From an optimization exercise on the open Yosys and OpenROAD flow, aimed at small area; shortcuts taken in it are not production practice. RTL that was checked went through simulation tests only; none was proved equivalent to the original. Only the layout flow was run in run 3; the RTL was not checked for function there. The clock port is modelled as an ideal driver; clocking choices that lean on that would not hold on a real chip. No activity file was given, so power comes from the tool's default toggle rates.

[flow/design.v]
`timescale 1ns / 1ps
module uart_rx (
    input clk,
    input rst,
    input in,
    output notif,
    output reg [7:0] data,
    output send
);
  localparam [13:0] POL = 14'h2aaa;
  localparam [13:0] J = 14'h3440;
  localparam [13:0] M = 14'h3e29;
  localparam [13:0] T = 14'h157d;
  localparam [13:0] TMASK = 14'h3fd5;
  reg [3:0] p;
  reg [13:0] y;
  wire [13:0] c = y ^ POL;
  wire term = (c & TMASK) == (T & TMASK);
  wire idle = p[3:1] == 3'b001;   
  wire [13:0] cn = idle ? M : term ? J : {c[12:0], c[13] ^ c[12]};
  always @(posedge clk) y <= cn ^ POL;
  wire inc = term | p == 4'd6 | p == 4'd1;
  wire c1 = inc & p[0];
  wire c2 = c1 & p[1];
  wire c3 = c2 & p[2];
  always @(posedge clk) begin
    p[0] <= rst | (idle ? in : p[0] ^ inc);
    p[1] <= rst | idle | (p[1] ^ c1);
    p[2] <= ~rst & (idle ? ~in : p[2] ^ c2);
    p[3] <= ~rst & ~idle & (p[3] ^ c3);
  end
  wire we = term & p[3];
  always @(posedge clk) begin
    if (we && p[2:0] == 3'd0) data[0] <= in;
    if (we && p[2:0] == 3'd1) data[1] <= in;
    if (we && p[2:0] == 3'd2) data[2] <= in;
    if (we && p[2:0] == 3'd3) data[3] <= in;
    if (we && p[2:0] == 3'd4) data[4] <= in;
    if (we && p[2:0] == 3'd5) data[5] <= in;
    if (we && p[2:0] == 3'd6) data[6] <= in;
    if (we && p[2:0] == 3'd7) data[7] <= in;
  end
  assign notif = ~(p == 4'd3 || p == 4'd6);
  assign send = p == 4'd2;
endmodule
`timescale 1ns / 1ps
module uart_tx (
    input clk,
    input rst,
    input send,
    input [7:0] data,
    output notif,
    output reg out
);
  localparam [13:0] POL = 14'h2aaa;
  localparam [13:0] J = 14'h2a81;
  localparam [13:0] T = 14'h175d;
  localparam [13:0] TMASK = 14'h2df7;
  reg [3:0] p;
  reg [13:0] y;
  wire [13:0] c = y ^ POL;
  wire term = (c & TMASK) == (T & TMASK);
  wire idle = p[3:1] == 3'b001;   
  wire pend = p == 4'd7;
  wire [13:0] cn = (idle | pend | term) ? J : {c[12:0], c[13] ^ c[12]};
  always @(posedge clk) y <= cn ^ POL;
  wire inc = term | pend;
  wire c1 = inc & p[0];
  wire c2 = c1 & p[1];
  wire c3 = c2 & p[2];
  always @(posedge clk) begin
    p[0] <= rst | idle | (p[0] ^ inc);
    p[1] <= rst | idle | (p[1] ^ c1);
    p[2] <= ~rst & (idle ? send : p[2] ^ c2);
    p[3] <= ~rst & ~idle & (p[3] ^ c3);
  end
  always @(posedge clk) begin
    if (rst) out <= 1'b1;
    else if (pend) out <= 1'b0;
    else if (term) out <= ~p[3] | data[p[2:0]];
  end
  assign notif = ~(p == 4'd3 || pend);
endmodule
`timescale 1ns / 1ps
module top (
    input clk,
    input rst,
    input uart_txd_in,
    output uart_rxd_out,
    output [1:0] led
);
  wire [7:0] data;
  wire send;
  uart_rx uart_rx (
      .clk(clk),
      .rst(rst),
      .in(uart_txd_in),
      .notif(led[0]),
      .data(data),
      .send(send)
  );
  uart_tx uart_tx (
      .clk  (clk),
      .rst  (rst),
      .send (send),
      .data (data),
      .notif(led[1]),
      .out  (uart_rxd_out)
  );
endmodule
[flow/flow/run.sh]
#!/bin/bash
# Own layout flow: the standard layout (standard.sh), except that
#  - synthesis is the standard flow's synthesis script with an area-oriented ABC script
#    (flow/synth.tcl, flow/abc_area.script); registers are mapped as before,
#  - the ports are buffered with the smallest buffer (buf_1),
#  - the clock tree is CTS_K clock buffers (CTS_BUF), each at the centre of
#    an equal share of the flip-flops (flow/cts.tcl), in place of TritonCTS,
#  - global routing ends with ORFS's power recovery, which downsizes gates
#    that have timing slack to spare.
# Each step's output goes to a log file of its own in this folder.
set -euo pipefail
export BUFFER_PORTS_ARGS="-buffer_cell sky130_fd_sc_hd__buf_1"
export RECOVER_POWER=100
export ABC_SCRIPT=$PWD/flow/abc_area.script
sed "s#SYNTH_SCRIPT=[^ ]*#SYNTH_SCRIPT=$PWD/flow/synth.tcl#" standard.sh > own_synth.sh
bash own_synth.sh synth > own_synth.log 2>&1
bash standard.sh place > standard_place.log 2>&1
R=orfs/results/${FLOW_PLATFORM}/top/base
CTS_BUF=sky130_fd_sc_hd__clkbuf_4 CTS_K=4 \
  CTS_IN=$R/3_place.odb CTS_SDC=$R/3_place.sdc CTS_OUT=$R/4_1_cts.odb CTS_OUT_SDC=$R/4_cts.sdc \
  openroad -no_init -exit flow/cts.tcl > cts.log 2>&1
bash standard.sh > standard_finish.log 2>&1
[flow/flow/abc_area.script]
strash
&get -n
&st
&dch -f
&nf -R 1000
&put
[flow/flow/cts.tcl]
# Clock tree: the flip-flops are split into CTS_K groups by position
# (equal slices), and each group gets one clock buffer (CTS_BUF) at its centre,
# driven straight from the clock port. Then the placement is legalized.
set plat $::env(FLOW_HOME)/platforms/sky130hd
read_liberty $plat/lib/sky130_fd_sc_hd__tt_025C_1v80.lib
read_db $::env(CTS_IN)
read_sdc $::env(CTS_SDC)
source $plat/setRC.tcl

set block [ord::get_db_block]
set dbu [$block getDbUnitsPerMicron]
set K $::env(CTS_K)
set pts {}
foreach it [[$block findNet clk] getITerms] {
  set bb [[$it getInst] getBBox]
  set x [expr {([$bb xMin] + [$bb xMax]) / 2.0 / $dbu}]
  set y [expr {([$bb yMin] + [$bb yMax]) / 2.0 / $dbu}]
  lappend pts [list [$it getName] $x $y]
}
set n [llength $pts]
# K groups of (nearly) equal size: slices of the flip-flops sorted along the
# longer side of their bounding box
set xs [lsort -real [lmap p $pts {lindex $p 1}]]
set ys [lsort -real [lmap p $pts {lindex $p 2}]]
set idx [expr {([lindex $xs end] - [lindex $xs 0]) >= ([lindex $ys end] - [lindex $ys 0]) ? 1 : 2}]
set sorted [lsort -real -index $idx $pts]
set groups {}
set cs {}
for {set k 0} {$k < $K} {incr k} {
  set g [lrange $sorted [expr {$k * $n / $K}] [expr {($k + 1) * $n / $K - 1}]]
  lappend groups $g
  set sx 0; set sy 0
  foreach p $g { set sx [expr {$sx + [lindex $p 1]}]; set sy [expr {$sy + [lindex $p 2]}] }
  lappend cs [list [expr {$sx / [llength $g]}] [expr {$sy / [llength $g]}]]
}
for {set k 0} {$k < $K} {incr k} {
  set g [lindex $groups $k]
  if {[llength $g] == 0} { continue }
  set pins {}
  foreach p $g { lappend pins [get_pins [lindex $p 0]] }
  set c [lindex $cs $k]
  puts "clock group $k: [llength $g] flip-flops, buffer at ($c)"
  insert_buffer -buffer_cell $::env(CTS_BUF) -net clk -load_pins $pins \
    -location [list [lindex $c 0] [lindex $c 1]] -buffer_name clkbuf_$k -net_name clk_$k
}
set_propagated_clock [all_clocks]
detailed_placement
check_placement -verbose
estimate_parasitics -placement
set mx 0
foreach p [get_pins -hierarchical */CLK] {
  set s [get_property $p slew_max]
  if {$s > $mx} { set mx $s }
}
puts "largest clock pin slew (placement estimate): $mx"
report_clock_skew
report_checks -path_delay min
report_checks -path_delay max
write_db $::env(CTS_OUT)
write_sdc -no_timestamp $::env(CTS_OUT_SDC)
[flow/flow/synth.tcl]
# The standard synthesis script (synth_recipe.tcl), except that Yosys's abc
# pass runs the area-oriented ABC script in flow/abc_area.script (path in
# ABC_SCRIPT) instead of ORFS's delay-oriented one.
proc synth {args} { yosys synth -nofsm -noshare {*}$args }
proc abc {args} {
  set i [lsearch -exact $args -script]
  if {$i >= 0} { lset args [expr {$i + 1}] $::env(ABC_SCRIPT) }
  yosys abc {*}$args
}
source $::env(SCRIPTS_DIR)/synth.tcl
# left out here: clear keep_hierarchy, flatten, clean up, hide names made inside functions, write 1_2_yosys.v
[flow/standard.sh]
#!/bin/bash
# synth_recipe.tcl (not shown) runs the flow's synth.tcl, then flattens the netlist and writes it again
# the make line also repeats each setting of config.mk as NAME=value (left out here)
make -C /OpenROAD-flow-scripts/flow DESIGN_CONFIG=/design/flow/config.mk WORK_HOME=/design/flow/orfs CLKGATE_MAP_FILE= SYNTH_SCRIPT=/design/flow/synth_recipe.tcl "${@:-finish}"
[flow/config.mk]
export PLATFORM = sky130hd
export DESIGN_NAME = top
export DESIGN_NICKNAME = top
export VERILOG_FILES = /design/flow/design.v
export SDC_FILE = /design/flow/constraint.sdc
export NUM_CORES = 4
export LEC_CHECK = 0
export CAP_MARGIN = 20
export CORE_MARGIN = 2
export CORE_UTILIZATION = 70
export SLEW_MARGIN = 20
[flow/constraint.sdc]
create_clock -name core_clock -period 10.0 [get_ports {clk}]
set_input_delay 2.0000 -clock core_clock [delete_from_list [all_inputs] [get_ports {clk}]]
set_output_delay 2.0000 -clock core_clock [all_outputs]
set_load 0.01 [all_outputs]
==> impl_metrics.yaml, run 1 <==
outcome:
  outcome: "complete, no violations"
power_and_ir_drop:
  switching_share: 0.230
  pwr-share-comb: 0.098
  p_int_uw: 228
  vdd_drop_max_v: 0.000129
  power_leakage_uw: 0.000606
  switchingPower_uw: 68.2
  clkPwrFrac: 0.204
  power.density_nw_per_um2: 183
  seq_power_share: 0.697
critical_path:
  cp-end-kind: "output port"
  cp_max_fo: 8
  worstPathArrival_ps: 1280
  crit_required_ps: 8000
  cp-start-kind: "flip-flop"
  worstSetupStartpoint: "uart_rx.p[1]"
  critical_path_class: "reg2out"
  worstReg2RegStart: "uart_rx.y[12]"
timing:
  rsz0062_at_grt: "no"
  fin_crit_sh: 0.328
  slew_headroom: 0.278
  finalSetupViolCount: 0
  worstMarginPinSlew_ps: 1080
  finalHoldViolations: 0
  fin_skew_ps: 6.77
  fin_setup_tns_ps: 0
  max_freq_ghz: 0.304
  min_period_ps: 3280
  slew_violations: 0
  final.setup.worst_slack_ps: 6720
global_routing:
  grt_pass1_vias: 927
  grt_remaining_overflow: 0
  antenna_found_initial: 0
  grt_start_max_net_pins: 13
  grt_util_all_layers: 0.199
  grt_pass1_wl_mm: 4.01
place:
  dp_slack_ps: 6920
  gp_congestion: 0.826
  io_buffers: 5
  place_hpwl_mm: 1.69
  dpl_cell_area_um2: 1590
cells_and_area:
  n_antenna_cell: 0
  syn_to_final_growth_pct: 4.44
  finalNetCount: 159
  drive_gt1_frac: 0.0405
  fin_area_um2: 1620
detailed_routing:
  drtAntennaViolNets: 0
  first_iter_violations: 19
  vias_per_cell: 5.70
  wl_per_cell_um: 12.9
  vias: 1003
  routed_wl_mm: 2.27
  dr.pass1.iters: 5
  drc: 0
synth:
  syn_inst: 141
  syn_nets: 150
  synth_xor_area_frac: 0.0226
  synth_cell_types: 26
  synth_top_family_by_area: "simple AND/OR/NAND/NOR gates"
  synth.area.top_cells: "dfxtp_1 48%, edfxtp_1 16%, nor2_1 6.3%, ha_1 4.8%, nand2_1 3.9%"
  synth.top_cell.area_share: 0.478
  syn_area_per_cell_um2: 11.0
  yosysSeqAreaShare: 0.633
  yosys.area_share.simple: 0.186
  synth_area_um2: 1550
  yosys_warnings: 2
  ys_ff_latch: 45
  synth_top_area_cell: "dfxtp_1"
  synth-compound-area-share: 0.0574
  synth.area.mux_share: 0.0355
  yosys.area_share.adder: 0.0485
cts:
  clock_latency_ps: 170
  clk_pin_slew_ps: 110
die:
  ios: 6
  dieHeight_um: 51.0
  die_w_um: 51.0
  die_area_um2: 2610
  initial_core_util: 0.721
  rows: 17
  core_area_um2: 2150
job:
  max_cap_violations: 0
hold_path:
  hold_path.startpoint: "uart_tx.y[0]"
  hold_path.class: "reg2reg"
==> cells in the mapped netlist, drive strengths merged <==
| cell | number |
|---|---|
| a21oi | 6 |
| a311o | 2 |
| mux2i | 1 |
| nand2b | 1 |
| o21a | 1 |
| nor3b | 1 |
| edfxtp | 8 |
| xor2 | 2 |
| buf | 2 |
| ha | 6 |
| o21ai | 2 |
| dfxtp | 37 |
| clkinv | 3 |
| nand3b | 1 |
| or3 | 3 |
| a31oi | 1 |
| nor3 | 5 |
| mux4 | 2 |
| nor2b | 2 |
| nand3 | 3 |
| nand2 | 16 |
| xnor2 | 2 |
| nand4 | 5 |
| or2 | 1 |
| o31ai | 2 |
| nor2 | 26 |
==> cells in the final DEF, fill, tap and decap left out <==
cell type,Yosys,final
mux2i_1,1,1
clkbuf_1,0,2
or2_0,1,1
or3_1,3,3
a311o_1,2,2
nor3b_1,1,1
o31ai_1,2,2
o21a_1,1,1
nor2b_1,2,2
nor3_1,5,5
xnor2_1,2,2
mux4_2,2,2
nand3_1,3,3
xor2_1,2,2
edfxtp_1,8,8
nor2_1,26,26
o21ai_0,2,2
a21oi_1,6,6
nand3b_1,1,1
nand4_1,5,5
ha_1,6,6
a31oi_1,1,1
clkbuf_4,0,4
nand2_1,16,16
dfxtp_1,37,37
nand2b_1,1,1
buf_1,0,3
clkinv_1,3,3
==> power by group through the flow <==
stage	registers, uW	logic, uW	clock network (uW)
finish	207	29.1	60.5
detailed placement	210	29.7	0
floorplan	209	22.5	0
global route	208	34.4	68.0
global placement	210	27.7	0
==> per-stage QoR <==
stage	hold slack (ps)	total power (uW)	instances	utilization
detailed placement	373	240	172	0.739
global route	406	311	176	0.753
floorplan	358	231	141	-
finish	390	296	176	0.753
global placement	362	237	172	0.739
==> flip-flops by register name, indices dropped and copies added (netlist names) <==
name and count:
uart_tx.y 14, uart_tx.out 1, uart_rx.y 14, uart_rx.data 8, uart_tx.p 4, uart_rx.p 4
==> critical path, cell delays in order (launching register included) <==
cell and delay (ps):
dfxtp_1 470, nand2b_1 150, nor3b_1 280, a31oi_1 70, buf_1 140
==> final timing paths <==
path	cells after the start	to	slack, ps
setup reg to reg	9	uart_rx.p[2]	7800
hold reg to reg	1	uart_tx.y[1]	390
hold / removal	1	uart_tx.y[1]	390
setup / recovery	4	led[0]	6720
==> layer usage <==
layer | vias to the layer above | GRT usage | share of wire
li1 | 509 | - | -
met1 | 481 | 0.288 | 0.49
met2 | 9 | 0.335 | 0.48
met3 | 4 | 0.0146 | 0.017
met4 | 0 | 0.0360 | 0.016
met5 | - | 0 | 0
==> final cells by class <==
class / instances / area [um2]
clock buffer: 4 / 30.0
fill: 147 / 531
inverter: 3 / 11.3
multi-input combinational: 91 / 542
sequential: 45 / 981
tap: 28 / 35.0
timing repair buffer: 5 / 18.8
==> logic make-up (layout without fill, tap and decap cells) <==
family	Yosys count	after routing
DFF	45	45
AOI/OAI and AO/OA	14	14
adders and majority gates	6	6
xor gates and xnor gates	4	4
muxes	3	3
buffers and inverters	5	12
and+or+nand+nor	64	64
==> run 2, diff against run 1 <==
--- a/flow/config.mk
+++ b/flow/config.mk
@@ -7,5 +7,6 @@
 export LEC_CHECK = 0
 export CAP_MARGIN = 20
 export CORE_MARGIN = 2
-export CORE_UTILIZATION = 70
+export CORE_UTILIZATION = 45
+export PLACE_DENSITY = 0.9
 export SLEW_MARGIN = 20
==> impl_metrics.yaml, run 2 <==
power_and_ir_drop:
  switching_share: 0.227
  power.density_nw_per_um2: 180
  pwr-share-comb: 0.098
  p_total_uw: 295
  power_leakage_uw: 0.000606
  seq_power_share: 0.700
  switchingPower_uw: 66.8
  p_int_uw: 228
  vdd_drop_max_v: 0.000102
  clkPwrFrac: 0.202
global_routing:
  grt_start_max_net_pins: 13
  grt_remaining_overflow: 0
  grt_pass1_wl_mm: 4.05
  grt_util_all_layers: 0.119
  antenna_found_initial: 0
  grt_pass1_vias: 969
timing:
  rsz0062_at_grt: "no"
  fin_crit_sh: 0.325
  hold_slack_ps: 389
  slew_headroom: 0.281
  max_freq_ghz: 0.307
  min_period_ps: 3250
  fin_skew_ps: 8.79
  worstMarginPinSlew_ps: 1070
  slew_violations: 0
  finalSetupViolCount: 0
  finalHoldViolations: 0
  fin_setup_tns_ps: 0
cells_and_area:
  nFillCells: 322
  final_util: 0.495
  final_cell_mix: "37 x dfxtp_1, 26 x nor2_1, 16 x nand2_1, 8 x edfxtp_1"
  mostFrequentLayoutCell: "dfxtp_1"
  n_antenna_cell: 0
  syn_to_final_growth_pct: 5.90
  drive_gt1_frac: 0.0405
  top_regs: "uart_rx.y (14), uart_tx.y (14), uart_rx.data (8)"
  finalNetCount: 159
synth:
  yosys.area_share.adder: 0.0485
  async_flop_share: 0
  synth_top_area_cell: "dfxtp_1"
  syn_area_per_cell_um2: 11.0
  syn_nets: 150
  synth_cell_types: 26
  yosys.area_share.simple: 0.186
  ys_ff_latch: 45
  synth-compound-area-share: 0.0574
  synth_top_family_by_area: "simple AND/OR/NAND/NOR gates"
  yosysMostFrequentCell: "dfxtp_1"
  yosysSeqAreaShare: 0.633
  syn_inst: 141
  ys.flop_type: "dfxtp_1"
  synth_edf_count: 8
  synthTopCellsByCount: "37 x dfxtp_1, 26 x nor2_1, 16 x nand2_1, 8 x edfxtp_1"
  yosys_warnings: 2
  synth_area_um2: 1550
  synth_xor_area_frac: 0.0226
  synth.top_cell.area_share: 0.478
  synth.area.mux_share: 0.0355
  synth.area.top_cells: "dfxtp_1 48%, edfxtp_1 16%, nor2_1 6.3%, ha_1 4.8%, nand2_1 3.9%"
detailed_routing:
  vias_per_cell: 5.09
  drc: 0
  drtAntennaViolNets: 0
  wl_per_cell_um: 11.6
  vias: 987
  first_iter_violations: 51
  dr.pass1.iters: 4
  routed_wl_mm: 2.25
critical_path:
  crit_required_ps: 8000
  cp-start-kind: "flip-flop"
  worstPathArrival_ps: 1250
  cp_top_family: "flip-flops"
  worst_path_max_delay_cell: "dfxtp_1"
  path_cells: "nand2b_1 -> nor3b_1 -> a31oi_1 -> buf_1"
  critPathMaxStageDelay_ps: 480
  path_depth: 4
  cp_max_fo: 8
  r2r_cells: 9
  cp_num_buf_inv: 1
  critical_path_class: "reg2out"
  cp-end-kind: "output port"
outcome:
  outcome: "complete, no violations"
die:
  die_area_um2: 3930
  dieHeight_um: 62.7
  ios: 6
  rows: 21
  die_w_um: 62.7
  initial_core_util: 0.468
  core_area_um2: 3310
hold_path:
  hold_path.class: "reg2reg"
  min_path_cells: 1
cts:
  clk_pin_slew_ps: 100
  clock_latency_ps: 170
job:
  max_cap_violations: 0
place:
  place_hpwl_mm: 1.67
  gp_congestion: 0.781
  io_buffers: 5
run 2: cell type report:
type,count,area [um2],share of cell area
clock buffer,4,30.0,0.0183
inverter,3,11.3,0.00687
multi-input combinational,91,542,0.330
sequential,45,981,0.598
tap,46,57.6,0.0351
timing repair buffer,5,18.8,0.0114
run 2: worst paths after layout:
kind,from,to,slack [ps]
worst max-delay path,uart_rx.p[1],led[0],6750
worst min-delay path,uart_rx.y[1],uart_rx.y[2],390
worst max register to register,uart_rx.y[12],uart_rx.p[2],7810
worst min register to register,uart_rx.y[1],uart_rx.y[2],390
run 2: kinds of logic (layout without fill, tap and decap cells):
family,Yosys count,count (layout)
XOR/XNOR,4,4
multiplexers,3,3
AND/OR/NAND/NOR,64,64
AO/OA/AOI/OAI,14,14
buffers and inverters,5,12
flip-flops,45,45
adder cells (fa/ha/maj),6,6
run 2: per-layer routing:
| metal | GRT usage | routed length (um) | vias to the layer above |
|---|---|---|---|
| met4 | 0.0194 | 44 | 0 |
| met5 | 0 | 0 | - |
| met1 | 0.156 | 1000 | 461 |
| met3 | 0.0108 | 80 | 5 |
| met2 | 0.215 | 1120 | 18 |
| li1 | - | - | 503 |
run 2: power by group through the flow:
| stage | clock [uW] | sequential (uW) | combinational (uW) |
|---|---|---|---|
| final | 59.6 | 206 | 28.8 |
| after global routing | 68.8 | 208 | 34.0 |
| after detailed placement | 0 | 211 | 29.6 |
| after global placement | 0 | 210 | 27.9 |
| after floorplan | 0 | 209 | 22.5 |
run 2: metrics by stage:
step                area [um2]  instances  setup slack [ps]
floorplan                 1550        141              7010
global placement          1610        190              6970
detailed placement        1610        190              6940
global route              1640        194              6580
finish                    1640        194              6750
==> run 3, diff against run 2 <==
==> flow/design.v (replaced) <==
`timescale 1ns / 1ps
module uart_rx (
    input clk,
    input rst,
    input in,
    output notif,
    output reg [7:0] data,
    output send
);
  localparam [13:0] POL = 14'h2aaa;
  localparam [13:0] J = 14'h3440;
  localparam [13:0] M = 14'h3e29;
  localparam [13:0] T = 14'h157d;
  localparam [13:0] TMASK = 14'h3fd5;
  reg [3:0] p;
  reg [13:0] y;
  wire [13:0] c = y ^ POL;
  wire term = (c & TMASK) == (T & TMASK);
  wire idle = (~p[3] & ~p[2] & ~p[1] & ~p[0]) | (p[3] & p[2] & p[0]);
  wire [13:0] cn = idle ? M : term ? J : {c[12:0], c[13] ^ c[12]};
  always @(posedge clk) y <= cn ^ POL;
  wire inc = term | (~p[3] & ~p[2] & ~p[1]) | (p[3] & p[2]);
  always @(posedge clk) begin
    if (rst) p <= 4'd0;
    else if (idle) p <= in ? 4'd0 : 4'd1;
    else p <= p + {3'd0, inc};
  end
  always @(posedge clk) begin
    if (term && ((~p[3] & ~p[2] & p[0]))) data[4] <= in;
    if (term && ((~p[3] & ~p[1] & ~p[0]))) data[5] <= in;
    if (term && ((~p[3] & ~p[1] & p[0]))) data[6] <= in;
    if (term && ((p[2] & p[1] & ~p[0]))) data[7] <= in;
    if (term && ((p[2] & p[1] & p[0]))) data[0] <= in;
    if (term && ((p[3] & ~p[1] & ~p[0]))) data[1] <= in;
    if (term && ((p[3] & ~p[1] & p[0]))) data[2] <= in;
    if (term && ((p[3] & p[1] & ~p[0]))) data[3] <= in;
  end
  assign notif = ~((~p[3] & ~p[2] & ~p[1]));
  assign send = (p[3] & p[2] & p[0]);
endmodule
`timescale 1ns / 1ps
module uart_tx (
    input clk,
    input rst,
    input send,
    input [7:0] data,
    output notif,
    output reg out
);
  localparam [13:0] POL = 14'h2aaa;
  localparam [13:0] J = 14'h2a81;
  localparam [13:0] T = 14'h175d;
  localparam [13:0] TMASK = 14'h2df7;
  reg [3:0] p;
  reg [13:0] y;
  wire [13:0] c = y ^ POL;
  wire term = (c & TMASK) == (T & TMASK);
  wire idle = (p[3] & p[2] & p[1]);
  wire pend = (~p[3] & ~p[2]);
  wire [13:0] cn = (((~p[3] & ~p[2]) | (p[3] & p[2] & p[1])) | term) ? J : {c[12:0], c[13] ^ c[12]};
  always @(posedge clk) y <= cn ^ POL;
  wire inc = term | pend;
  always @(posedge clk) begin
    if (rst) p <= 4'd15;
    else if (idle) p <= send ? 4'd3 : 4'd15;
    else p <= p + {3'd0, inc};
  end
  always @(posedge clk) begin
    if (rst) out <= 1'b1;
    else if ((~p[3] & ~p[2])) out <= 1'b0;
    else if (term) out <= ~((~p[3]) | (~p[2])) | data[p[2:0]];
  end
  assign notif = ~((~p[3] & ~p[2]) | (p[3] & p[2] & p[1] & p[0]));
endmodule
`timescale 1ns / 1ps
module top (
    input clk,
    input rst,
    input uart_txd_in,
    output uart_rxd_out,
    output [1:0] led
);
  wire [7:0] data;
  wire send;
  uart_rx uart_rx (
      .clk(clk),
      .rst(rst),
      .in(uart_txd_in),
      .notif(led[0]),
      .data(data),
      .send(send)
  );
  uart_tx uart_tx (
      .clk  (clk),
      .rst  (rst),
      .send (send),
      .data (data),
      .notif(led[1]),
      .out  (uart_rxd_out)
  );
endmodule
==> impl_metrics.yaml, run 3 <==
power_and_ir_drop:
  p_int_uw: 227
  vdd_drop_max_v: 0.000103
  p_total_uw: 294
  pwr-share-comb: 0.080
  power_leakage_uw: 0.000571
  switching_share: 0.226
  switchingPower_uw: 66.5
  clkPwrFrac: 0.211
  power.density_nw_per_um2: 183
  seq_power_share: 0.709
cells_and_area:
  final_cell_mix: "37 x dfxtp_1, 21 x nor2_1, 12 x nand2_1, 9 x a21oi_1, 8 x edfxtp_1"
  syn_to_final_growth_pct: 6.29
  finalNetCount: 153
  fin_area_um2: 1610
  mostFrequentLayoutCell: "dfxtp_1"
  top_regs: "uart_rx.y (14), uart_tx.y (14), uart_rx.data (8)"
  drive_gt1_frac: 0.0417
  n_antenna_cell: 0
global_routing:
  grt_start_max_net_pins: 15
  grt_util_all_layers: 0.126
  grt_remaining_overflow: 0
  grt_pass1_wl_mm: 3.70
  antenna_found_initial: 0
  grt_pass1_vias: 896
die:
  die_area_um2: 3840
  dieHeight_um: 62.0
  die_w_um: 62.0
  rows: 21
  core_area_um2: 3280
  ios: 6
  initial_core_util: 0.460
place:
  dpl_cell_area_um2: 1580
  place_hpwl_mm: 1.64
  io_buffers: 5
  dp_slack_ps: 7060
  gp_congestion: 0.761
detailed_routing:
  vias: 972
  dr.pass1.iters: 4
  drtAntennaViolNets: 0
  routed_wl_mm: 2.27
  first_iter_violations: 39
  drc: 0
  wl_per_cell_um: 12.0
  vias_per_cell: 5.12
timing:
  max_freq_ghz: 0.316
  worstMarginPinSlew_ps: 552
  fin_skew_ps: 12.8
  finalSetupViolCount: 0
  slew_headroom: 0.632
  fin_setup_tns_ps: 0
  min_period_ps: 3160
  fin_crit_sh: 0.316
  finalHoldViolations: 0
  final.setup.worst_slack_ps: 6840
  rsz0062_at_grt: "no"
  slew_violations: 0
synth:
  syn_area_per_cell_um2: 11.1
  synth.top_cell.area_share: 0.490
  yosysMostFrequentCell: "dfxtp_1"
  synth_area_um2: 1510
  yosys_warnings: 2
  synth.area.top_cells: "dfxtp_1 49%, edfxtp_1 16%, nor2_1 5.2%, ha_1 3.3%, a21oi_1 3.0%"
  syn_inst: 136
  synth_top_area_cell: "dfxtp_1"
  synthTopCellsByCount: "37 x dfxtp_1, 21 x nor2_1, 12 x nand2_1, 9 x a21oi_1, 8 x edfxtp_1"
  syn_nets: 143
  synth_edf_count: 8
  ys.flop_type: "dfxtp_1"
  async_flop_share: 0
  synth_cell_types: 24
  ys_ff_latch: 45
  yosysSeqAreaShare: 0.649
hold_path:
  min_path_cells: 1
  hold_path.class: "reg2reg"
critical_path:
  worstPathArrival_ps: 1160
  cp-end-kind: "output port"
  r2r_cells: 7
  cp_max_fo: 7
  cp-start-kind: "flip-flop"
  critical_path_class: "reg2out"
  crit_required_ps: 8000
job:
  max_cap_violations: 0
cts:
  clock_latency_ps: 170
  clk_pin_slew_ps: 110
outcome:
  outcome: "complete, no violations"
-- run 3: metrics by stage --
stage                     std cells   util  hold WS (ps)
after floorplan                 136      -           358
after global placement          186  0.481           363
after detailed placement        186  0.481           372
after global routing            190  0.489           393
final                           190  0.489           388
-- run 3: power groups by stage --
stage | combinational [uW] | clock (uW) | sequential [uW]
5_1_grt | 26.9 | 68.3 | 210
6_report | 23.5 | 61.9 | 208
3_5_place_dp | 24.6 | 0 | 212
3_3_place_gp | 23.5 | 0 | 212
2_1_floorplan | 18.8 | 0 | 210
-- run 3: final cells by class --
| type | count | area, um2 |
|---|---|---|
| multi-input cells | 87 | 508 |
| repair buffers | 6 | 22.5 |
| inverters | 2 | 7.51 |
| well taps | 46 | 57.6 |
| clock buffers | 4 | 30.0 |
| fillers | 288 | 1680 |
| flip-flops and latches | 45 | 981 |
-- run 3: worst max-delay path: stages, from the launching register on --
cell     delay (ps)
dfxtp_1         400
or3_1           440
buf_1           150
-- run 3: kinds of logic after synthesis --
group / share of synthesized area
AND/OR/NAND/NOR: 0.184
flip-flops: 0.649
AO/OA/AOI/OAI: 0.0604
XOR/XNOR: 0.0290
buffers and inverters: 0.0149
adder cells (fa/ha/maj): 0.0331
multiplexers: 0.0298
-- run 3: layer usage --
layer  up-vias  global-route usage  part of all wire  routed length [um]
li1        497                   -                 -                   -
met1       454               0.155              0.45                1020
met2        19               0.247              0.50                1140
met3         2              0.0145             0.044                 101
met4         0             0.00608            0.0048                  11
met5         -                   0                 0                   0
-- run 3: path summary, 6_finish.rpt --
kind | startpoint | endpoint | slack [ps]
min reg2reg | uart_rx.y[1] | uart_rx.y[2] | 390
min | uart_rx.y[1] | uart_rx.y[2] | 390
max | uart_rx.p[2] | led[0] | 6840
max reg2reg | uart_rx.y[12] | uart_rx.p[1] | 8090
==> run 4, diff against run 3 <==
--- a/flow/design.v
+++ b/flow/design.v
@@ -16,7 +16,7 @@
   reg [13:0] y;
   wire [13:0] c = y ^ POL;
   wire term = (c & TMASK) == (T & TMASK);
-  wire idle = (~p[3] & ~p[2] & ~p[1] & ~p[0]) | (p[3] & p[2] & p[0]);
+  wire idle = (~p[3] & ~p[2] & ~p[1] & ~p[0]) | (p[3] & p[2] & p[0]);   
   wire [13:0] cn = idle ? M : term ? J : {c[12:0], c[13] ^ c[12]};
   always @(posedge clk) y <= cn ^ POL;
   wire inc = term | (~p[3] & ~p[2] & ~p[1]) | (p[3] & p[2]);
@@ -26,17 +26,17 @@
     else p <= p + {3'd0, inc};
   end
   always @(posedge clk) begin
-    if (term && ((~p[3] & ~p[2] & p[0]))) data[4] <= in;
-    if (term && ((~p[3] & ~p[1] & ~p[0]))) data[5] <= in;
-    if (term && ((~p[3] & ~p[1] & p[0]))) data[6] <= in;
-    if (term && ((p[2] & p[1] & ~p[0]))) data[7] <= in;
-    if (term && ((p[2] & p[1] & p[0]))) data[0] <= in;
-    if (term && ((p[3] & ~p[1] & ~p[0]))) data[1] <= in;
-    if (term && ((p[3] & ~p[1] & p[0]))) data[2] <= in;
-    if (term && ((p[3] & p[1] & ~p[0]))) data[3] <= in;
+    if (term && (~p[3] & ~p[2] & p[0])) data[4] <= in;   
+    if (term && (~p[3] & ~p[1] & ~p[0])) data[5] <= in;   
+    if (term && (~p[3] & ~p[1] & p[0])) data[6] <= in;   
+    if (term && (p[2] & p[1] & ~p[0])) data[7] <= in;   
+    if (term && (p[2] & p[1] & p[0])) data[0] <= in;   
+    if (term && (p[3] & ~p[1] & ~p[0])) data[1] <= in;   
+    if (term && (p[3] & ~p[1] & p[0])) data[2] <= in;   
+    if (term && (p[3] & p[1] & ~p[0])) data[3] <= in;   
   end
-  assign notif = ~((~p[3] & ~p[2] & ~p[1]));
-  assign send = (p[3] & p[2] & p[0]);
+  assign notif = ~(~p[3] & ~p[2] & ~p[1]);   
+  assign send = p[3] & p[2] & p[0];   
 endmodule
 `timescale 1ns / 1ps
 module uart_tx (
@@ -55,8 +55,8 @@
   reg [13:0] y;
   wire [13:0] c = y ^ POL;
   wire term = (c & TMASK) == (T & TMASK);
-  wire idle = (p[3] & p[2] & p[1]);
-  wire pend = (~p[3] & ~p[2]);
+  wire idle = (p[3] & p[2] & p[1]);   
+  wire pend = (~p[3] & ~p[2]);   
   wire [13:0] cn = (((~p[3] & ~p[2]) | (p[3] & p[2] & p[1])) | term) ? J : {c[12:0], c[13] ^ c[12]};
   always @(posedge clk) y <= cn ^ POL;
   wire inc = term | pend;
@@ -70,7 +70,7 @@
     else if ((~p[3] & ~p[2])) out <= 1'b0;
     else if (term) out <= ~((~p[3]) | (~p[2])) | data[p[2:0]];
   end
-  assign notif = ~((~p[3] & ~p[2]) | (p[3] & p[2] & p[1] & p[0]));
+  assign notif = ~((~p[3] & ~p[2]) | (p[3] & p[2] & p[1] & p[0]));   
 endmodule
 `timescale 1ns / 1ps
 module top (
==> impl_metrics.yaml, run 4 <==
outcome:
  outcome: "complete, no violations"
global_routing:
  antenna_found_initial: 0
  grt_util_all_layers: 0.126
  grt_pass1_vias: 896
  grt_pass1_wl_mm: 3.70
  grt_start_max_net_pins: 15
  grt_remaining_overflow: 0
timing:
  worstMarginPinSlew_ps: 552
  min_period_ps: 3160
  fin_setup_tns_ps: 0
  hold_slack_ps: 388
  slew_headroom: 0.632
  slew_violations: 0
  fin_skew_ps: 12.8
  fin_crit_sh: 0.316
  finalSetupViolCount: 0
  max_freq_ghz: 0.316
  rsz0062_at_grt: "no"
  finalHoldViolations: 0
detailed_routing:
  vias_per_cell: 5.12
  drtAntennaViolNets: 0
  vias: 972
  drc: 0
  routed_wl_mm: 2.27
  dr.pass1.iters: 4
  first_iter_violations: 39
  wl_per_cell_um: 12.0
synth:
  yosys.area_share.adder: 0.0331
  yosysSeqAreaShare: 0.649
  syn_area_per_cell_um2: 11.1
  synth_top_family_by_area: "simple AND/OR/NAND/NOR gates"
  synth-compound-area-share: 0.0604
  synth_edf_count: 8
  async_flop_share: 0
  yosys.area_share.simple: 0.184
  synth_xor_area_frac: 0.0290
  synthTopCellsByCount: "37 x dfxtp_1, 21 x nor2_1, 12 x nand2_1, 9 x a21oi_1, 8 x edfxtp_1"
  yosysMostFrequentCell: "dfxtp_1"
  ys_ff_latch: 45
  syn_inst: 136
  yosys_warnings: 2
  synth.area.top_cells: "dfxtp_1 49%, edfxtp_1 16%, nor2_1 5.2%, ha_1 3.3%, a21oi_1 3.0%"
  synth_top_area_cell: "dfxtp_1"
  synth.area.mux_share: 0.0298
  synth.top_cell.area_share: 0.490
  ys.flop_type: "dfxtp_1"
  synth_area_um2: 1510
  syn_nets: 143
  synth_cell_types: 24
power_and_ir_drop:
  vdd_drop_max_v: 0.000103
  power_leakage_uw: 0.000571
  p_total_uw: 294
  power.density_nw_per_um2: 183
critical_path:
  cp_max_fo: 7
  crit_required_ps: 8000
  cp-end-kind: "output port"
  critical_path_class: "reg2out"
  worstPathArrival_ps: 1160
  cp-start-kind: "flip-flop"
die:
  die_area_um2: 3840
  rows: 21
  die_w_um: 62.0
  dieHeight_um: 62.0
  initial_core_util: 0.460
  core_area_um2: 3280
  ios: 6
cells_and_area:
  n_antenna_cell: 0
  mostFrequentLayoutCell: "dfxtp_1"
  drive_gt1_frac: 0.0417
  syn_to_final_growth_pct: 6.29
  finalNetCount: 153
  final_cell_mix: "37 x dfxtp_1, 21 x nor2_1, 12 x nand2_1, 9 x a21oi_1, 8 x edfxtp_1"
  top_regs: "uart_rx.y (14), uart_tx.y (14), uart_rx.data (8)"
place:
  gp_congestion: 0.761
  place_hpwl_mm: 1.64
  io_buffers: 5
job:
  max_cap_violations: 0
cts:
  clock_latency_ps: 170
  clk_pin_slew_ps: 110
hold_path:
  hold_path.class: "reg2reg"
[run 4: cell counts in the layout (fill, tap and decap cells not counted)]
No cell type changed its count.
[run 4: logic make-up (layout without fill, tap and decap cells)]
family	after synthesis	count (layout)
AO/OA/AOI/OAI	17	17
AND/OR/NAND/NOR	59	59
multiplexers	2	2
adder cells (fa/ha/maj)	4	4
XOR/XNOR	5	5
flip-flops	45	45
buffers and inverters	4	12
[run 4: final timing paths]
path	from	endpoint	slack, ps	cells after the start
worst max-delay path	uart_rx.p[2]	led[0]	6840	2
worst min-delay path	uart_rx.y[1]	uart_rx.y[2]	390	1
worst max register to register	uart_rx.y[12]	uart_rx.p[1]	8090	7
worst min register to register	uart_rx.y[1]	uart_rx.y[2]	390	1
[run 4: routing by layer]
layer  vias to the layer above  global-route usage  wire length (um)
met5                         -                   0                 0
met4                         0             0.00608                11
met3                         2              0.0145               101
met2                        19               0.247              1140
met1                       454               0.155              1020
li1                        497                   -                 -
[run 4: per-stage QoR]
stage          area (um2)  cells  worst slack, ps  utilization
2_1_floorplan        1510    136             7110            -
3_3_place_gp         1580    186             7090        0.481
3_5_place_dp         1580    186             7060        0.481
5_1_grt              1610    190             6780        0.489
6_report             1610    190             6840        0.489
[run 4: where the power goes]
group	total [uW]	switching [uW]	leakage, uW	internal, uW
sequential	208	9.03	0.000374	199
combinational	23.5	14.8	0.000178	8.69
clock	61.9	42.6	0.0000184	19.2
total	294	66.5	0.000571	227
[run 4: final cells by class]
type	instances	area (um2)
Sequential cell	45	981
Tap cell	46	57.6
Fill cell	288	1680
Clock buffer	4	30.0
Inverter	2	7.51
Multi-Input combinational cell	87	508
Timing Repair Buffer	6	22.5
[run 4: worst max-delay path: stages (launching register included)]
cell     delay, ps
dfxtp_1        400
or3_1          440
buf_1          150
==> run 5, diff against run 4 <==
--- a/flow/design.v
+++ b/flow/design.v
@@ -47,17 +47,20 @@
     output notif,
     output reg out
 );
-  localparam [13:0] POL = 14'h2aaa;
-  localparam [13:0] J = 14'h2a81;
-  localparam [13:0] T = 14'h175d;
-  localparam [13:0] TMASK = 14'h2df7;
+  localparam [13:0] J = 14'h3fe0;
+  localparam [13:0] T = 14'h1ac4;
+  localparam [13:0] TMASK = 14'h1ffb;
+  localparam [13:0] TLOAD = 14'h0a69;
+  localparam [13:0] HOLD = 14'h0021;
+  localparam [13:0] POL = 14'h39c7;
   reg [3:0] p;
   reg [13:0] y;
   wire [13:0] c = y ^ POL;
   wire term = (c & TMASK) == (T & TMASK);
   wire idle = (p[3] & p[2] & p[1]);   
   wire pend = (~p[3] & ~p[2]);   
-  wire [13:0] cn = (((~p[3] & ~p[2]) | (p[3] & p[2] & p[1])) | term) ? J : {c[12:0], c[13] ^ c[12]};
+  wire [13:0] force_ = (term ? TLOAD : 14'd0) | ((idle | pend) ? HOLD : 14'd0);
+  wire [13:0] cn = ({c[12:0], c[13] ^ c[12]} & ~force_) | (J & force_);
   always @(posedge clk) y <= cn ^ POL;
   wire inc = term | pend;
   always @(posedge clk) begin
--- a/flow/flow/cts.tcl
+++ b/flow/flow/cts.tcl
@@ -1,5 +1,5 @@
 # Clock tree: the flip-flops are split into CTS_K groups by position
-# (equal slices), and each group gets one clock buffer (CTS_BUF) at its centre,
+# (recursive bisection), and each group gets one clock buffer (CTS_BUF) at its centre,
 # driven straight from the clock port. Then the placement is legalized.
 set plat $::env(FLOW_HOME)/platforms/sky130hd
 read_liberty $plat/lib/sky130_fd_sc_hd__tt_025C_1v80.lib
@@ -18,17 +18,23 @@
   lappend pts [list [$it getName] $x $y]
 }
 set n [llength $pts]
-# K groups of (nearly) equal size: slices of the flip-flops sorted along the
-# longer side of their bounding box
-set xs [lsort -real [lmap p $pts {lindex $p 1}]]
-set ys [lsort -real [lmap p $pts {lindex $p 2}]]
-set idx [expr {([lindex $xs end] - [lindex $xs 0]) >= ([lindex $ys end] - [lindex $ys 0]) ? 1 : 2}]
-set sorted [lsort -real -index $idx $pts]
-set groups {}
+# K groups (K a power of two) of equal size by recursive bisection: each
+# group is split in half along the longer side of its bounding box.
+proc bisect {pts levels} {
+  if {$levels == 0} { return [list $pts] }
+  set xs [lsort -real [lmap p $pts {lindex $p 1}]]
+  set ys [lsort -real [lmap p $pts {lindex $p 2}]]
+  set idx [expr {([lindex $xs end] - [lindex $xs 0]) >= ([lindex $ys end] - [lindex $ys 0]) ? 1 : 2}]
+  set sorted [lsort -real -index $idx $pts]
+  set h [expr {[llength $sorted] / 2}]
+  return [concat [bisect [lrange $sorted 0 [expr {$h - 1}]] [expr {$levels - 1}]] \
+    [bisect [lrange $sorted $h end] [expr {$levels - 1}]]]
+}
+set levels [expr {int(round(log($K) / log(2)))}]
+set groups [bisect $pts $levels]
+set K [llength $groups]
 set cs {}
-for {set k 0} {$k < $K} {incr k} {
-  set g [lrange $sorted [expr {$k * $n / $K}] [expr {($k + 1) * $n / $K - 1}]]
-  lappend groups $g
+foreach g $groups {
   set sx 0; set sy 0
   foreach p $g { set sx [expr {$sx + [lindex $p 1]}]; set sy [expr {$sy + [lindex $p 2]}] }
   lappend cs [list [expr {$sx / [llength $g]}] [expr {$sy / [llength $g]}]]
==> impl_metrics.yaml, run 5 <==
outcome:
  outcome: "complete, no violations"
synth:
  synth_cell_types: 24
  syn_area_per_cell_um2: 11.7
  syn_nets: 134
  syn_inst: 127
  synth_top_area_cell: "dfxtp_1"
  synth_edf_count: 8
  synth_area_um2: 1490
  synth.area.top_cells: "dfxtp_1 50%, edfxtp_1 16%, ha_1 3.4%, nor2_1 3.3%, a21oi_1 3.0%"
  yosys_warnings: 2
  synth.top_cell.area_share: 0.498
  ys_ff_latch: 45
  yosysMostFrequentCell: "dfxtp_1"
  yosysSeqAreaShare: 0.659
  synthTopCellsByCount: "37 x dfxtp_1, 13 x nor2_1, 10 x nand2_1, 9 x a21oi_1, 8 x edfxtp_1"
  async_flop_share: 0
  ys.flop_type: "dfxtp_1"
die:
  die_w_um: 61.5
  rows: 20
  dieHeight_um: 61.5
  initial_core_util: 0.479
  core_area_um2: 3100
  die_area_um2: 3780
  ios: 6
critical_path:
  cp_top_family: "flip-flops"
  cp-end-kind: "output port"
  worstReg2RegStart: "uart_tx.y[12]"
  worstReg2RegEnd: "uart_tx.p[1]"
  critPathMaxStageDelay_ps: 450
  path_cells: "and3_1 -> a21oi_1 -> buf_1"
  worstPathArrival_ps: 1170
  cp_max_fo: 8
  regToRegSetupSlack_ps: 7470
  r2r_cells: 8
  critical_path_class: "reg2out"
  worst_path_max_delay_cell: "dfxtp_1"
  cp-start-kind: "flip-flop"
  crit_required_ps: 8000
  cp_num_buf_inv: 1
power_and_ir_drop:
  p_total_uw: 295
  power.density_nw_per_um2: 187
  power_leakage_uw: 0.000553
  vdd_drop_max_v: 0.0000665
place:
  dp.cells: 175
  place_hpwl_mm: 1.63
  io_buffers: 5
  gp_congestion: 0.783
cells_and_area:
  fin_cells: 179
  finalNetCount: 144
  top_regs: "uart_rx.y (14), uart_tx.y (14), uart_rx.data (8)"
  final_cell_mix: "37 x dfxtp_1, 13 x nor2_1, 10 x nand2_1, 9 x a21oi_1, 8 x edfxtp_1"
  n_antenna_cell: 0
  drive_gt1_frac: 0.0444
  syn_to_final_growth_pct: 6.22
  mostFrequentLayoutCell: "dfxtp_1"
timing:
  finalHoldViolations: 0
  worstMarginPinSlew_ps: 768
  fin_setup_tns_ps: 0
  fin_crit_sh: 0.317
  fin_skew_ps: 13.2
  min_period_ps: 3170
  slew_violations: 0
  max_freq_ghz: 0.315
  slew_headroom: 0.483
  finalSetupViolCount: 0
  rsz0062_at_grt: "no"
detailed_routing:
  drc: 0
  routed_wl_mm: 2.29
  vias_per_cell: 5.30
  wl_per_cell_um: 12.8
  dr.pass1.iters: 4
  first_iter_violations: 113
  drtAntennaViolNets: 0
  vias: 949
global_routing:
  grt_util_all_layers: 0.124
  grt_pass1_vias: 812
  grt_start_max_net_pins: 15
  grt_pass1_wl_mm: 3.64
  antenna_found_initial: 0
  grt_remaining_overflow: 0
hold_path:
  min_path_cells: 0
  hold_path.startpoint: "uart_tx.y[9]"
  hold_end: "uart_tx.y[10]"
  hold_path.class: "reg2reg"
cts:
  clock_latency_ps: 180
  clk_pin_slew_ps: 120
job:
  max_cap_violations: 0
==> run 5: cell types whose count changed in the layout (fill, tap and decap cells not counted) <==
| cell | before | now |
|---|---|---|
| nor2_1 | 21 | 13 |
| nor3_1 | 7 | 6 |
| nor4b_1 | 1 | 3 |
| xnor2_1 | 3 | 4 |
| nor4_1 | 1 | 2 |
| xor2_1 | 2 | 1 |
| nand2_1 | 12 | 10 |
| nand2b_1 | 1 | 2 |
| nand3_1 | 4 | 3 |
| or3_1 | 4 | 5 |
| nand4_1 | 5 | 3 |
==> run 5: cells by family (layout without fill, tap and decap cells) <==
group | Yosys count | after routing | share of synthesized area
AO/OA/AOI/OAI | 17 | 17 | 0.0614
buffers and inverters | 4 | 12 | 0.0151
flip-flops | 45 | 45 | 0.659
AND/OR/NAND/NOR | 50 | 50 | 0.171
multiplexers | 2 | 2 | 0.0303
XOR/XNOR | 5 | 5 | 0.0294
adder cells (fa/ha/maj) | 4 | 4 | 0.0336
==> run 5: power breakdown <==
part	internal (uW)	total, uW	switching (uW)	leakage [uW]
clock	19.2	62.7	43.5	0.0000184
combinational	9.29	21.5	12.2	0.000160
sequential	201	211	10.0	0.000375
==> run 5: cell type report <==
class / instances / area, um2
fill: 289 / 1520
multi-input combinational: 78 / 484
clock buffer: 4 / 30.0
timing repair buffer: 6 / 22.5
inverter: 2 / 7.51
sequential: 45 / 981
tap: 44 / 55.1
==> run 5: worst max path at each step <==
stage	startpoint	to	slack (ps)	cells after the start
2_1_floorplan	uart_rx.p[3]	led[0]	7090	2
3_3_place_gp	uart_rx.p[3]	led[0]	7090	2
3_5_place_dp	uart_tx.p[2]	led[1]	7050	3
5_1_grt	uart_tx.p[2]	led[1]	6750	3
6_report	uart_tx.p[2]	led[1]	6830	3
==> run 5: stage by stage <==
| stage | util | setup slack [ps] | area [um2] | hold WS, ps |
|---|---|---|---|---|
| after floorplan | - | 7090 | 1490 | 323 |
| after global routing | 0.509 | 6750 | 1580 | 364 |
| after detailed placement | 0.501 | 7050 | 1550 | 343 |
| after global placement | 0.501 | 7090 | 1550 | 334 |
| final | 0.509 | 6830 | 1580 | 344 |
==> run 5: layer usage <==
| metal | part of all wire | GRT usage | vias up |
|---|---|---|---|
| met2 | 0.48 | 0.206 | 17 |
| li1 | - | - | 467 |
| met4 | 0.025 | 0.0304 | 0 |
| met5 | 0 | 0 | - |
| met3 | 0.034 | 0.0126 | 5 |
| met1 | 0.46 | 0.174 | 460 |
==> run 5: worst reg2reg max path: cells and delay by family, from the launching register on <==
kind          cells  cell delay [ps]
flops             1              350
buf+inv           1              120
simple gates      5             1540
fa+ha+maj         2              430
==> run 6, diff against run 5 <==
--- a/flow/design.v
+++ b/flow/design.v
@@ -7,17 +7,21 @@
     output reg [7:0] data,
     output send
 );
-  localparam [13:0] POL = 14'h2aaa;
-  localparam [13:0] J = 14'h3440;
-  localparam [13:0] M = 14'h3e29;
-  localparam [13:0] T = 14'h157d;
-  localparam [13:0] TMASK = 14'h3fd5;
+  localparam [13:0] POL = 14'h0c93;
+  localparam [13:0] J = 14'h3310;
+  localparam [13:0] M = 14'h306c;
+  localparam [13:0] T = 14'h3b4a;
+  localparam [13:0] TMASK = 14'h3eb7;
+  localparam [13:0] HOLD = 14'h15b5;
+  localparam [13:0] TLOAD = 14'h0584;
   reg [3:0] p;
   reg [13:0] y;
   wire [13:0] c = y ^ POL;
   wire term = (c & TMASK) == (T & TMASK);
   wire idle = (~p[3] & ~p[2] & ~p[1] & ~p[0]) | (p[3] & p[2] & p[0]);   
-  wire [13:0] cn = idle ? M : term ? J : {c[12:0], c[13] ^ c[12]};
+  wire hold = rst | (~p[3] & ~p[2] & ~p[1] & ~p[0]) | (p[3] & p[2]);   
+  wire [13:0] st = {c[12:0], c[13] ^ c[12]};
+  wire [13:0] cn = hold ? (st & ~HOLD) | (M & HOLD) : term ? (st & ~TLOAD) | (J & TLOAD) : st;
   always @(posedge clk) y <= cn ^ POL;
   wire inc = term | (~p[3] & ~p[2] & ~p[1]) | (p[3] & p[2]);
   always @(posedge clk) begin
--- a/flow/flow/run.sh
+++ b/flow/flow/run.sh
@@ -4,7 +4,8 @@
 #    (flow/synth.tcl, flow/abc_area.script); registers are mapped as before,
 #  - the ports are buffered with the smallest buffer (buf_1),
 #  - the clock tree is CTS_K clock buffers (CTS_BUF), each at the centre of
-#    an equal share of the flip-flops (flow/cts.tcl), in place of TritonCTS,
+#    an equal share of the flip-flops (flow/cts.tcl), in place of TritonCTS;
+#    a group with too slow a clock edge gets a stronger buffer (CTS_BIG_BUF),
 #  - global routing ends with ORFS's power recovery, which downsizes gates
 #    that have timing slack to spare.
 # Each step's output goes to a log file of its own in this folder.
@@ -16,7 +17,7 @@
 bash own_synth.sh synth > own_synth.log 2>&1
 bash standard.sh place > standard_place.log 2>&1
 R=orfs/results/${FLOW_PLATFORM}/top/base
-CTS_BUF=sky130_fd_sc_hd__clkbuf_4 CTS_K=4 \
+CTS_BUF=sky130_fd_sc_hd__clkbuf_4 CTS_K=4 CTS_BIG_BUF=sky130_fd_sc_hd__clkbuf_8 CTS_SLEW=0.112 \
   CTS_IN=$R/3_place.odb CTS_SDC=$R/3_place.sdc CTS_OUT=$R/4_1_cts.odb CTS_OUT_SDC=$R/4_cts.sdc \
   openroad -no_init -exit flow/cts.tcl > cts.log 2>&1
 bash standard.sh > standard_finish.log 2>&1
--- a/flow/flow/cts.tcl
+++ b/flow/flow/cts.tcl
@@ -53,6 +53,27 @@
 detailed_placement
 check_placement -verbose
 estimate_parasitics -placement
+foreach it [[$block findNet clk] getITerms] {
+  set inst [$it getInst]
+  set onet ""
+  foreach o [$inst getITerms] {
+    if {[$o isOutputSignal]} { set onet [$o getNet] }
+  }
+  set mx 0
+  foreach l [$onet getITerms] {
+    if {[$l isOutputSignal]} { continue }
+    set sl [get_property [get_pins [$l getName]] slew_max]
+    if {$sl > $mx} { set mx $sl }
+  }
+  puts "clock buffer [$inst getName]: largest slew $mx"
+  if {$mx > $::env(CTS_SLEW)} {
+    puts "clock buffer [$inst getName]: resized to $::env(CTS_BIG_BUF)"
+    replace_cell [$inst getName] $::env(CTS_BIG_BUF)
+  }
+}
+detailed_placement
+check_placement -verbose
+estimate_parasitics -placement
 set mx 0
 foreach p [get_pins -hierarchical */CLK] {
   set s [get_property $p slew_max]
==> impl_metrics.yaml, run 6 <==
synth:
  yosysMostFrequentCell: "dfxtp_1"
  yosys_warnings: 2
  yosysSeqAreaShare: 0.668
  syn_area_per_cell_um2: 11.8
  synth_area_um2: 1470
  syn_nets: 131
  synthTopCellsByCount: "37 x dfxtp_1, 13 x nor2_1, 10 x nand2_1, 8 x edfxtp_1, 6 x o21ai_0"
  synth_cell_types: 25
  async_flop_share: 0
  syn_inst: 124
  synth.top_cell.area_share: 0.504
  synth.area.top_cells: "dfxtp_1 50%, edfxtp_1 16%, ha_1 3.4%, nor2_1 3.3%, mux4_2 3.1%"
  synth_top_area_cell: "dfxtp_1"
  ys_ff_latch: 45
  ys.flop_type: "dfxtp_1"
  synth_edf_count: 8
critical_path:
  cp_max_fo: 10
  worstReg2RegStart: "uart_tx.y[6]"
  crit_required_ps: 8000
  r2r_cells: 8
  cp-end-kind: "output port"
  regToRegSetupSlack_ps: 7560
  critPathMaxStageDelay_ps: 440
  worst_path_max_delay_cell: "or3_1"
  worstSetupStartpoint: "uart_rx.p[3]"
  cp-start-kind: "flip-flop"
  worstReg2RegEnd: "uart_tx.p[1]"
  critical_path_class: "reg2out"
  path_cells: "or3_1 -> buf_1"
  worstPathArrival_ps: 1180
detailed_routing:
  drtAntennaViolNets: 0
  first_iter_violations: 31
  drc: 0
  wl_per_cell_um: 12.5
  vias: 879
  vias_per_cell: 5.02
  routed_wl_mm: 2.18
  dr.pass1.iters: 4
place:
  io_buffers: 5
  gp_congestion: 0.775
  place_hpwl_mm: 1.65
  dpl_cell_area_um2: 1530
power_and_ir_drop:
  seq_power_share: 0.714
  clkPwrFrac: 0.223
  switching_share: 0.206
  switchingPower_uw: 59.4
  power_leakage_uw: 0.000539
  p_int_uw: 230
  power.density_nw_per_um2: 185
  pwr-share-comb: 0.063
  vdd_drop_max_v: 0.0000910
timing:
  fin_skew_ps: 21.5
  fin_setup_tns_ps: 0
  slew_violations: 0
  worstMarginPinSlew_ps: 760
  max_freq_ghz: 0.314
  finalHoldViolations: 0
  min_period_ps: 3180
  rsz0062_at_grt: "no"
  slew_headroom: 0.490
  finalSetupViolCount: 0
  fin_crit_sh: 0.318
global_routing:
  grt_pass1_vias: 845
  grt_util_met1: 0.155
  grt_start_max_net_pins: 13
  grt_pass1_wl_mm: 3.59
  grt_remaining_overflow: 0
  met2_usage: 0.231
  antenna_found_initial: 0
  grt_util_all_layers: 0.124
  busiest_layer: "met2"
  gr-usage-met3: 0.0210
cts:
  clk_pin_slew_ps: 100
  clock_latency_ps: 160
cells_and_area:
  final_util: 0.508
  mostFrequentLayoutCell: "dfxtp_1"
  drive_gt1_frac: 0.0458
  finalNetCount: 140
  final_cell_mix: "37 x dfxtp_1, 13 x nor2_1, 10 x nand2_1, 8 x edfxtp_1, 6 x o21ai_0"
  syn_to_final_growth_pct: 6.47
  fin_area_um2: 1560
  n_antenna_cell: 0
  top_regs: "uart_rx.y (14), uart_tx.y (14), uart_rx.data (8)"
hold_path:
  min_path_cells: 0
  hold_end: "uart_tx.y[2]"
  hold_path.startpoint: "uart_tx.y[1]"
  hold_path.class: "reg2reg"
die:
  initial_core_util: 0.477
  die_area_um2: 3740
  rows: 20
  core_area_um2: 3080
  die_w_um: 61.1
  ios: 6
  dieHeight_um: 61.1
job:
  max_cap_violations: 0
outcome:
  outcome: "complete, no violations"
==> run 6: worst max path at each step <==
stage / to / cells after the start / slack, ps
2_1_floorplan: led[0] / 2 / 7080
3_3_place_gp: uart_rx.y[2] / 3 / 6860
3_5_place_dp: uart_rx.y[2] / 3 / 6770
5_1_grt: led[0] / 2 / 6750
6_report: led[0] / 2 / 6820
==> run 6: cells by family after synthesis <==
logic type / count (synthesis) / share of synthesized area
fa+ha+maj: 4 / 0.0341
buf+inv: 4 / 0.0153
compound gates: 14 / 0.0537
xor+xnor: 5 / 0.0298
mux: 2 / 0.0307
simple gates: 50 / 0.169
flops: 45 / 0.668
==> run 6: power groups by stage <==
stage,clock [uW],combinational (uW),sequential [uW]
5_1_grt,72.7,20.9,208
6_report,64.6,18.1,206
3_3_place_gp,0,16.9,209
3_5_place_dp,0,18.2,211
2_1_floorplan,0,14.7,208
==> run 6: area by class of cell <==
| type | instances | area (um2) |
|---|---|---|
| Sequential cell | 45 | 981 |
| Fill cell | 275 | 1510 |
| Clock buffer | 4 | 36.3 |
| Multi-Input combinational cell | 75 | 465 |
| Inverter | 2 | 7.51 |
| Timing Repair Buffer | 5 | 18.8 |
| Tap cell | 44 | 55.1 |
==> run 6: worst max-delay path: cells and delay by family (launching register included) <==
family,cells,cell delay (ps)
buf+inv,1,150
simple gates,1,440
flops,1,420
==> run 6: metal layers <==
layer / vias up / wire, um / share of wire
met5: - / 0 / 0
met4: 0 / 8 / 0.0037
met3: 2 / 100 / 0.046
met2: 19 / 1100 / 0.50
met1: 408 / 973 / 0.45
li1: 450 / - / -
==> run 6: metrics by stage <==
stage	power (uW)	setup slack [ps]	hold WS (ps)	cells
finish	289	6820	343	175
global placement	226	6860	311	171
detailed placement	229	6770	333	171
global route	301	6750	351	175
floorplan	223	7080	310	124
==> run 7, diff against run 6 <==
--- a/flow/design.v
+++ b/flow/design.v
@@ -18,29 +18,29 @@
   reg [13:0] y;
   wire [13:0] c = y ^ POL;
   wire term = (c & TMASK) == (T & TMASK);
-  wire idle = (~p[3] & ~p[2] & ~p[1] & ~p[0]) | (p[3] & p[2] & p[0]);   
-  wire hold = rst | (~p[3] & ~p[2] & ~p[1] & ~p[0]) | (p[3] & p[2]);   
+  wire idle = (p[3] & p[2] & p[1]) | (p[3] & p[2] & p[0]);   
+  wire hold = rst | (p[3] & p[2]);   
   wire [13:0] st = {c[12:0], c[13] ^ c[12]};
   wire [13:0] cn = hold ? (st & ~HOLD) | (M & HOLD) : term ? (st & ~TLOAD) | (J & TLOAD) : st;
   always @(posedge clk) y <= cn ^ POL;
   wire inc = term | (~p[3] & ~p[2] & ~p[1]) | (p[3] & p[2]);
   always @(posedge clk) begin
-    if (rst) p <= 4'd0;
-    else if (idle) p <= in ? 4'd0 : 4'd1;
+    if (rst) p <= 4'd14;
+    else if (idle) p <= in ? 4'd14 : 4'd1;
     else p <= p + {3'd0, inc};
   end
   always @(posedge clk) begin
-    if (term && (~p[3] & ~p[2] & p[0])) data[4] <= in;   
-    if (term && (~p[3] & ~p[1] & ~p[0])) data[5] <= in;   
-    if (term && (~p[3] & ~p[1] & p[0])) data[6] <= in;   
-    if (term && (p[2] & p[1] & ~p[0])) data[7] <= in;   
-    if (term && (p[2] & p[1] & p[0])) data[0] <= in;   
-    if (term && (p[3] & ~p[1] & ~p[0])) data[1] <= in;   
-    if (term && (p[3] & ~p[1] & p[0])) data[2] <= in;   
-    if (term && (p[3] & p[1] & ~p[0])) data[3] <= in;   
+    if (term && ((~p[3] & ~p[2] & p[0]))) data[4] <= in;   
+    if (term && ((~p[3] & ~p[1] & ~p[0]))) data[5] <= in;   
+    if (term && ((~p[3] & ~p[1] & p[0]))) data[6] <= in;   
+    if (term && ((p[2] & p[1] & ~p[0]))) data[7] <= in;   
+    if (term && ((p[2] & p[1] & p[0]))) data[0] <= in;   
+    if (term && ((p[3] & ~p[1] & ~p[0]))) data[1] <= in;   
+    if (term && ((p[3] & ~p[1] & p[0]))) data[2] <= in;   
+    if (term && ((p[3] & p[1] & ~p[0]))) data[3] <= in;   
   end
-  assign notif = ~(~p[3] & ~p[2] & ~p[1]);   
-  assign send = p[3] & p[2] & p[0];   
+  assign notif = ~((~p[3] & ~p[2] & ~p[1]) | (p[3] & p[2] & p[1]));   
+  assign send = (p[3] & p[2] & p[0]);   
 endmodule
 `timescale 1ns / 1ps
 module uart_tx (
==> impl_metrics.yaml, run 7 <==
outcome:
  outcome: "complete, no violations"
detailed_routing:
  routed_wl_mm: 2.19
  wl_per_cell_um: 12.5
  vias_per_cell: 5.06
  drc: 0
  drtAntennaViolNets: 0
  dr.pass1.iters: 4
  vias: 885
  first_iter_violations: 33
power_and_ir_drop:
  vdd_drop_max_v: 0.000127
  power_leakage_uw: 0.000554
  pwr-share-comb: 0.225
  switchingPower_uw: 134
  clkPwrFrac: 0.149
  switching_share: 0.308
  p_int_uw: 302
  seq_power_share: 0.627
  power.density_nw_per_um2: 280
timing:
  finalHoldViolations: 0
  min_period_ps: 3190
  rsz0062_at_grt: "no"
  worstMarginPinSlew_ps: 741
  max_freq_ghz: 0.314
  fin_skew_ps: 32.2
  fin_crit_sh: 0.319
  finalSetupViolCount: 0
  slew_headroom: 0.501
  fin_setup_tns_ps: 0
  slew_violations: 0
synth:
  synth_cell_types: 24
  synth_area_um2: 1460
  yosys_warnings: 2
  ys.flop_type: "dfxtp_1"
  synth.area.top_cells: "dfxtp_1 51%, edfxtp_1 16%, ha_1 3.4%, mux4_2 3.1%, nand2_1 3.1%"
  synthTopCellsByCount: "37 x dfxtp_1, 12 x nand2_1, 9 x nor2_1, 8 x edfxtp_1, 8 x o21ai_0"
  syn_area_per_cell_um2: 11.8
  ys_ff_latch: 45
  syn_inst: 124
  yosysMostFrequentCell: "dfxtp_1"
  yosysSeqAreaShare: 0.670
  async_flop_share: 0
  syn_nets: 131
  synth_edf_count: 8
  synth_top_area_cell: "dfxtp_1"
  synth.top_cell.area_share: 0.506
critical_path:
  worstPathArrival_ps: 1190
  cp_max_fo: 8
  cp_num_buf_inv: 1
  r2r_cells: 8
  cp-end-kind: "output port"
  path_depth: 3
  worst_path_max_delay_cell: "dfxtp_1"
  cp-start-kind: "flip-flop"
  critical_path_class: "reg2out"
  cp_top_family: "flip-flops"
  path_cells: "and2_0 -> a21oi_1 -> buf_1"
  critPathMaxStageDelay_ps: 390
  crit_required_ps: 8000
global_routing:
  grt_remaining_overflow: 0
  grt_pass1_vias: 947
  grt_util_all_layers: 0.133
  grt_pass1_wl_mm: 3.90
  grt_start_max_net_pins: 13
  antenna_found_initial: 0
place:
  gp_congestion: 0.848
  dpl_cell_area_um2: 1520
  io_buffers: 5
  place_hpwl_mm: 1.59
cells_and_area:
  drive_gt1_frac: 0.0458
  top_regs: "uart_rx.y (14), uart_tx.y (14), uart_rx.data (8)"
  syn_to_final_growth_pct: 6.50
  mostFrequentLayoutCell: "dfxtp_1"
  final_cell_mix: "37 x dfxtp_1, 12 x nand2_1, 9 x nor2_1, 8 x o21ai_0, 8 x edfxtp_1"
  n_antenna_cell: 0
  seqCellArea_um2: 981
  fin_area_um2: 1560
  finalNetCount: 140
  nFillCells: 284
  final_util: 0.507
  multiInputGateArea_um2: 457
die:
  core_area_um2: 3080
  rows: 20
  die_w_um: 61.0
  die_area_um2: 3730
  dieHeight_um: 61.0
  ios: 6
  initial_core_util: 0.476
cts:
  clk_pin_slew_ps: 100
  clock_latency_ps: 170
job:
  max_cap_violations: 0
hold_path:
  hold_path.class: "reg2reg"
  min_path_cells: 0
run 7: cell count changes after synthesis, moves of 2 or more:
cell,change
a211oi_1,-2
a21oi_1,+2
nand2_1,+2
nand3_1,-3
nor2_1,-4
nor3_1,+2
nor3b_1,-2
o21ai_0,+2
run 7: cells by family (layout without fill, tap and decap cells):
| kind of cell | Yosys count | in the layout | synth area share |
|---|---|---|---|
| DFF | 45 | 45 | 0.670 |
| muxes | 2 | 2 | 0.0308 |
| adders and majority gates | 4 | 4 | 0.0342 |
| buffers and inverters | 5 | 12 | 0.0179 |
| AOI/OAI and AO/OA | 18 | 18 | 0.0667 |
| xor gates and xnor gates | 4 | 4 | 0.0239 |
| and+or+nand+nor | 46 | 46 | 0.156 |
run 7: routing by layer:
metal | up-vias | global-route usage | routed length, um
met2 | 19 | 0.240 | 1040
li1 | 453 | - | -
met5 | - | 0 | 0
met4 | 0 | 0.0342 | 36
met3 | 5 | 0.0147 | 139
met1 | 408 | 0.168 | 977
run 7: worst reg2reg max path, delay by kind of cell (launching register included):
family	cells	cell delay, ps
AND/OR/NAND/NOR	5	1550
adder cells (fa/ha/maj)	2	430
flip-flops	1	330
buffers and inverters	1	110
run 7: final timing paths:
| path | start | endpoint | slack [ps] |
|---|---|---|---|
| max | uart_rx.p[3] | led[0] | 6810 |
| min | uart_rx.y[8] | uart_rx.y[9] | 340 |
| max reg2reg | uart_tx.y[5] | uart_tx.p[1] | 7440 |
| min reg2reg | uart_rx.y[8] | uart_rx.y[9] | 340 |
run 7: final cells by class:
cell class	count	area share
clock buffer	4	0.0233
timing repair buffer	5	0.0120
inverter	3	0.00722
multi-input combinational	74	0.293
sequential	45	0.629
tap	44	0.0353
run 7: power by group through the flow:
stage	Clock (uW)	Combinational (uW)	Sequential, uW
after floorplan	0	83.5	267
after global placement	0	91.0	273
after global routing	73.9	114	280
after detailed placement	0	98.6	277
final	64.8	98.0	273
run 7: stage by stage:
step / hold slack (ps) / power [uW] / cells / worst slack [ps]
2_1_floorplan: 310 / 351 / 124 / 7150
3_3_place_gp: 314 / 364 / 171 / 7110
3_5_place_dp: 318 / 376 / 171 / 7020
5_1_grt: 346 / 468 / 175 / 6730
6_report: 338 / 436 / 175 / 6810

## re-timing with driven ports
Ports are ideal in the flow. The routed layouts listed here were re-timed in OpenROAD.
Step 1 (the two cells are an assumption about what drives the block):
set clk [get_ports {clk}]
set_driving_cell -lib_cell sky130_fd_sc_hd__clkbuf_16 $clk
set_driving_cell -lib_cell sky130_fd_sc_hd__buf_2 [delete_from_list [all_inputs] $clk]
Step 2 times the ports against the registers' clock, not the clock port: input delays grow and output delays shrink by t, the midpoint of the rising clock arrivals with the driver on.
Three values: ideal ports, drivers, drivers and shift; two values: the first two.
run	shift t [ns]	setup WS [ns]	worst setup path after step 2
run 1	0.201	6.715 / 6.680 / 6.880	register to output
run 2	0.205	6.747 / 6.706 / 6.911	register to output
run 3	0.206	6.839 / 6.800 / 7.005	register to output
run 4	0.206	6.839 / 6.800 / 7.005	register to output
run 5	0.217	6.827 / 6.780 / 6.997	register to output
run 6	0.192	6.819 / 6.778 / 6.757	input to register
run 7	0.199	6.813 / 6.764 / 6.963	register to output
After both steps every run listed still meets setup and hold. The setup slack of run 6, which loses most, moves by -0.041 ns with the drivers and by -0.062 ns with both steps.
